This is an optimization exercise on Yosys and OpenROAD, whose aim is small area, a short achievable clock period and few clock cycles per item, not a production implementation.
RTL that was checked went through simulation tests only; none was proved equivalent to the original.

==> flow/design.v <==
module exponential(input clk, rst, start, input [15:0] x,
                   output done, output [1:0] intpart, output [15:0] fracpart);
  reg  [3:0]  s;
  wire        idle = ~|s;
  reg  [15:0] u;
  reg  [17:0] r;
  always @(posedge clk or posedge rst)
    if (rst) s <= 4'b0;
    else     s <= {s[2:0], idle & start};
  assign done = idle;
  wire [30:0] p5555 = 16'h5555 * u[14:0];
  wire [27:0] p3333 = 16'h3333 * u[11:0];
  wire [25:0] p2aaa = 16'h2AAA * u[9:0];
  reg  [15:0] t;
  always @* begin
    case (1'b1)
      s[0]:    t = {1'b0, u[15:1]};
      s[1]:    t = {2'b0, p5555[29:16]};
      s[2]:    t = {2'b0, u[15:2]};
      s[3]:    t = {4'b0, p3333[27:16]};
      default: t = {6'b0, p2aaa[25:16]};
    endcase
  end
  wire        xge2 = |x[15:1];
  wire [15:0] t0 = xge2 ? x - 16'd2 : 16'd0;
  wire [3:0] t67 = (x >= 16'd46904) + (x >= 16'd51031) + (x >= 16'd53627) +
                   (x >= 16'd55899) + (x >= 16'd57544) + (x >= 16'd58980) +
                   (x >= 16'd60309) + (x >= 16'd61357) +
                   ((x >= 16'd62481) ? 4'd2 : 4'd0) +
                   (x >= 16'd63365) + (x >= 16'd64192) + (x >= 16'd64957);
  wire [17:0] r0 = 18'h0FFFF + {2'b0, t0} + {14'b0, t67};
  wire [15:0] b = idle ? t0 : t;
  wire [15:0] prod_hi;
  booth_mul16 mul(.a(x), .b(b), .hi(prod_hi));
  wire [17:0] sum = r + {2'b0, t};
  always @(posedge clk)
    if (start | ~idle) begin
      u <= prod_hi;
      r <= idle ? r0 : sum;
    end
  assign {intpart, fracpart} = sum;
endmodule
module booth_mul16(input [15:0] a, input [15:0] b, output [15:0] hi);
  wire [17:0] ae = {1'b0, a, 1'b0};
  wire [31:0] rows [0:8];
  wire [8:0]  neg;
  genvar i;
  generate
    for (i = 0; i < 8; i = i + 1) begin : g
      wire x0 = ae[2*i], x1 = ae[2*i+1], x2 = ae[2*i+2];
      wire one = x1 ^ x0;
      wire two = (x2 & ~x1 & ~x0) | (~x2 & x1 & x0);
      assign neg[i] = x2;
      wire [16:0] m = ({17{one}} & {1'b0, b}) | ({17{two}} & {b, 1'b0});
      wire [16:0] p = m ^ {17{x2}};
      assign rows[i] = {13'b0, ~x2, p} << (2*i);
    end
  endgenerate
  assign neg[8] = 1'b0;
  assign rows[8] = a[15] ? {b, 16'b0} : 32'b0;
  localparam [31:0] K = 32'h5556_0000;
  wire [31:0] negs = {15'b0, 1'b0, neg[7], 1'b0, neg[6], 1'b0, neg[5], 1'b0, neg[4], 1'b0, neg[3], 1'b0, neg[2], 1'b0, neg[1], 1'b0, neg[0]};
  wire [31:0] s = rows[0] + rows[1] + rows[2] + rows[3] + rows[4] + rows[5] + rows[6] + rows[7] + rows[8] + negs + K;
  assign hi = s[31:16];
endmodule
==> flow/config.mk <==
export PLATFORM = sky130hd
export DESIGN_NAME = exponential
export DESIGN_NICKNAME = exponential
export VERILOG_FILES = /design/flow/design.v
export SDC_FILE = /design/flow/constraint.sdc
export NUM_CORES = 4
export LEC_CHECK = 0
export CAP_MARGIN = 20
export CORE_MARGIN = 2
export CORE_UTILIZATION = 40
export SLEW_MARGIN = 20
==> flow/constraint.sdc <==
create_clock -name core_clock -period 9.0 [get_ports {clk}]
set_input_delay 1.8000 -clock core_clock [delete_from_list [all_inputs] [get_ports {clk}]]
set_output_delay 1.8000 -clock core_clock [all_outputs]
set_load 0.01 [all_outputs]
run.sh (not shown) runs the stock make flow with config.mk's settings and CLKGATE_MAP_FILE= SYNTH_SCRIPT=/design/flow/synth_recipe.tcl, a recipe that flattens the netlist after the stock synthesis.
The starting point finished with setup timing left.
==> next run, changes <==
==> flow/design.v (replaced) <==
module exponential(input clk, rst, start, input [15:0] x,
                   output done, output [1:0] intpart, output [15:0] fracpart);
  reg  [3:0]  s;
  wire        idle = ~|s;
  reg  [15:0] u;
  reg  [17:0] r;
  always @(posedge clk or posedge rst)
    if (rst) s <= 4'b0;
    else     s <= {s[2:0], idle & start};
  assign done = idle;
  wire [30:0] p5555 = 16'h5555 * u[14:0];
  wire [27:0] p3333 = 16'h3333 * u[11:0];
  wire [25:0] p2aaa = 16'h2AAA * u[9:0];
  reg  [15:0] t;
  always @* begin
    case (1'b1)
      s[0]:    t = {1'b0, u[15:1]};
      s[1]:    t = {2'b0, p5555[29:16]};
      s[2]:    t = {2'b0, u[15:2]};
      s[3]:    t = {4'b0, p3333[27:16]};
      default: t = {6'b0, p2aaa[25:16]};
    endcase
  end
  wire        xge2 = |x[15:1];
  wire [15:0] t0 = xge2 ? x - 16'd2 : 16'd0;
  wire [3:0] t67 = (x >= 16'd46904) + (x >= 16'd51031) + (x >= 16'd53627) +
                   (x >= 16'd55899) + (x >= 16'd57544) + (x >= 16'd58980) +
                   (x >= 16'd60309) + (x >= 16'd61357) +
                   ((x >= 16'd62481) ? 4'd2 : 4'd0) +
                   (x >= 16'd63365) + (x >= 16'd64192) + (x >= 16'd64957);
  wire [17:0] r0 = 18'h0FFFF + {2'b0, t0} + {14'b0, t67};
  wire [15:0] b = idle ? t0 : t;
  wire [31:0] prod = x * b;
  wire [17:0] sum = r + {2'b0, t};
  always @(posedge clk)
    if (start | ~idle) begin
      u <= prod[31:16];
      r <= idle ? r0 : sum;
    end
  assign {intpart, fracpart} = sum;
endmodule
Outcome: The changed run produced a layout that fails on setup timing. Worst setup slack is better by 1100 ps. Final area is higher slightly. Clock skew increases by 7.8 ps. Synthesized cell count shrinks by a few percent. Utilization fell by 0.20 points. Via count goes down by roughly a tenth. Wire length decreases by a little under a tenth. Non-clock buffer count shrinks by 80. Register-to-register slack is better by 1100 ps. Hold slack loses 74 ps.
Function was not checked in any run of this note: the RTL went through the layout flow alone.

* * *

exponential, a different RTL version from the one above (not shown whole).
For scale: about 1,300 cells after synthesis, about 63 flip-flops.
==> module exponential, before the edit <==
module exponential(input clk, rst, start, input [15:0] x,
                   output done, output [1:0] intpart, output [15:0] fracpart);
  reg  [3:0]  n;           
  wire        idle = (n == 4'd0);
  wire [8:1]  s;           
  genvar j;
  generate
    for (j = 1; j <= 8; j = j + 1) begin : dec
      assign s[j] = (n == j);
    end
  endgenerate
  reg  [15:0] u;
  reg  [17:0] r;
  reg  [7:0]  xone, xtwo, xneg;    
  reg         x15;
  always @(posedge clk or posedge rst)
    if (rst)            n <= 4'd0;
    else if (s[8])      n <= 4'd0;
    else if (~idle | start) n <= n + 4'd1;
  assign done = idle;
  function ge(input [15:0] v, input [15:0] k);
    integer i;
    reg q;
    begin
      q = 1'b1;
      for (i = 0; i < 16; i = i + 1)
        q = k[i] ? (v[i] & q) : (v[i] | q);
      ge = q;
    end
  endfunction
  function [23:0] enc(input [15:0] v);
    integer i;
    reg [16:0] e;
    reg [7:0] o, t, n;
    begin
      e = {v, 1'b0};
      for (i = 0; i < 8; i = i + 1) begin
        o[i] = e[2*i+1] ^ e[2*i];
        t[i] = (e[2*i+2] & ~e[2*i+1] & ~e[2*i]) | (~e[2*i+2] & e[2*i+1] & e[2*i]);
        n[i] = e[2*i+2];
      end
      enc = {o, t, n};
    end
  endfunction
  wire [7:0] eone, etwo, eneg;
  assign {eone, etwo, eneg} = enc(x);
  wire [11:0] g;
  assign g[0] = ge(x, 16'd46904);
  assign g[1] = ge(x, 16'd51031);
  assign g[2] = ge(x, 16'd53627);
  assign g[3] = ge(x, 16'd55899);
  assign g[4] = ge(x, 16'd57544);
  assign g[5] = ge(x, 16'd58980);
  assign g[6] = ge(x, 16'd60309);
  assign g[7] = ge(x, 16'd61357);
  assign g[8] = ge(x, 16'd62481);
  assign g[9] = ge(x, 16'd63365);
  assign g[10] = ge(x, 16'd64192);
  assign g[11] = ge(x, 16'd64957);
  reg [17:0] r0g;
  always @* begin
    casez (g)
      12'b1???????????: r0g = 18'h0FFFF + 18'd13;
      12'b01??????????: r0g = 18'h0FFFF + 18'd12;
      12'b001?????????: r0g = 18'h0FFFF + 18'd11;
      12'b0001????????: r0g = 18'h0FFFF + 18'd10;
      12'b00001???????: r0g = 18'h0FFFF + 18'd8;
      12'b000001??????: r0g = 18'h0FFFF + 18'd7;
      12'b0000001?????: r0g = 18'h0FFFF + 18'd6;
      12'b00000001????: r0g = 18'h0FFFF + 18'd5;
      12'b000000001???: r0g = 18'h0FFFF + 18'd4;
      12'b0000000001??: r0g = 18'h0FFFF + 18'd3;
      12'b00000000001?: r0g = 18'h0FFFF + 18'd2;
      12'b000000000001: r0g = 18'h0FFFF + 18'd1;
      default:          r0g = 18'h0FFFF;
    endcase
  end
  wire [15:0] t0 = x - 16'd2;
  wire [17:0] r0 = |x[15:1] ? r0g : {17'b0, ~x[0]};
  localparam [23:0] E5 = enc(16'h5555), E3 = enc(16'h3333), E2 = enc(16'h2AAA);
  wire [7:0] one = xone, two = xtwo, neg = xneg;
  wire       d8  = x15;
  wire [15:0] b = u;
  wire [15:0] hi;
  mul16hi mul(.b(b), .one(one), .two(two), .neg(neg), .d8(d8), .hi(hi));
  wire [17:0] sum = r + {2'b0, b};
  wire nxt_idle = s[8] | (idle & ~start);
  always @(posedge clk) begin
    {xone, xtwo, xneg} <= s[2] ? E5 : s[5] ? E3 : s[7] ? E2 : nxt_idle ? 24'b0 : {eone, etwo, eneg};
    x15 <= nxt_idle | (~(s[2] | s[5] | s[7]) & x[15]);
    u <= (idle & start) ? t0 : s[1] ? {1'b0, hi[15:1]} : s[4] ? {2'b0, hi[15:2]} : hi;
    if (idle & start) r <= r0;
    else if (s[1] | s[2] | s[4] | s[5] | s[7]) r <= sum;
  end
  assign {intpart, fracpart} = sum;
endmodule
clock: 9.0 ns
lec_check: 0
cap_margin: 20
core_margin: 2
core_utilization: 60
setup_slack_margin: 3.2
slew_margin: 20
Then changed:
--- a/flow/design.v
+++ b/flow/design.v
@@ -283,25 +283,17 @@
   assign hi = s[31:16];
 endmodule
 module exponential(input clk, rst, start, input [15:0] x,
                    output done, output [1:0] intpart, output [15:0] fracpart);
-  reg  [3:0]  n;           
-  wire        idle = (n == 4'd0);
-  wire [8:1]  s;           
-  genvar j;
-  generate
-    for (j = 1; j <= 8; j = j + 1) begin : dec
-      assign s[j] = (n == j);
-    end
-  endgenerate
+  reg  [8:1]  s;           
+  wire        idle = ~|s;
   reg  [15:0] u;
   reg  [17:0] r;
   reg  [7:0]  xone, xtwo, xneg;    
   reg         x15;
   always @(posedge clk or posedge rst)
-    if (rst)            n <= 4'd0;
-    else if (s[8])      n <= 4'd0;
-    else if (~idle | start) n <= n + 4'd1;
+    if (rst) s <= 8'b0;
+    else     s <= {s[7:1], idle & start};
   assign done = idle;
   function ge(input [15:0] v, input [15:0] k);
     integer i;
     reg q;
Effect: The new run went through all stages and came out clean. Clock-buffer cell count came out lower by 1. Design area came out lower by 2.0%. Non-clock buffer count came out higher by 1. Area after synthesis came out lower by 2.8%. Sequential share of layout area came out higher by 1.6 points. Core utilization came out higher by 0.97 points.
Testbench counts after the change, summed over its fixed seeds: cycles 72,000, items 8,000.
For the first run of this note, only the layout was checked, not whether the RTL still works.

==> afterwards: timing with drivers on the ports <==
How much do the figures lean on ideal ports? The routed layouts below were timed once more, with nothing changed but the port constraints.
Step 1, drivers: a clkbuf_16 drives clk and a buf_2 each remaining input, both assumed.
Step 2 times the ports against the registers' clock, not the clock port: input delays grow and output delays shrink by t, the midpoint of the rising clock arrivals with the driver on.
Three values: ideal, step 1, step 2; two values: the first two.
run	t, ns	slack for setup (ns)	pins driven straight from the clock port
the first run of note 1	0.328	-3.002 / -3.002 / -3.002	1
the second run of note 1	0.351	-1.890 / -1.890 / -1.890	1
the first run of note 2	0.373	3.376 / 3.376 / 3.376	1
the second run of note 2	0.381	3.446 / 3.446 / 3.446	1
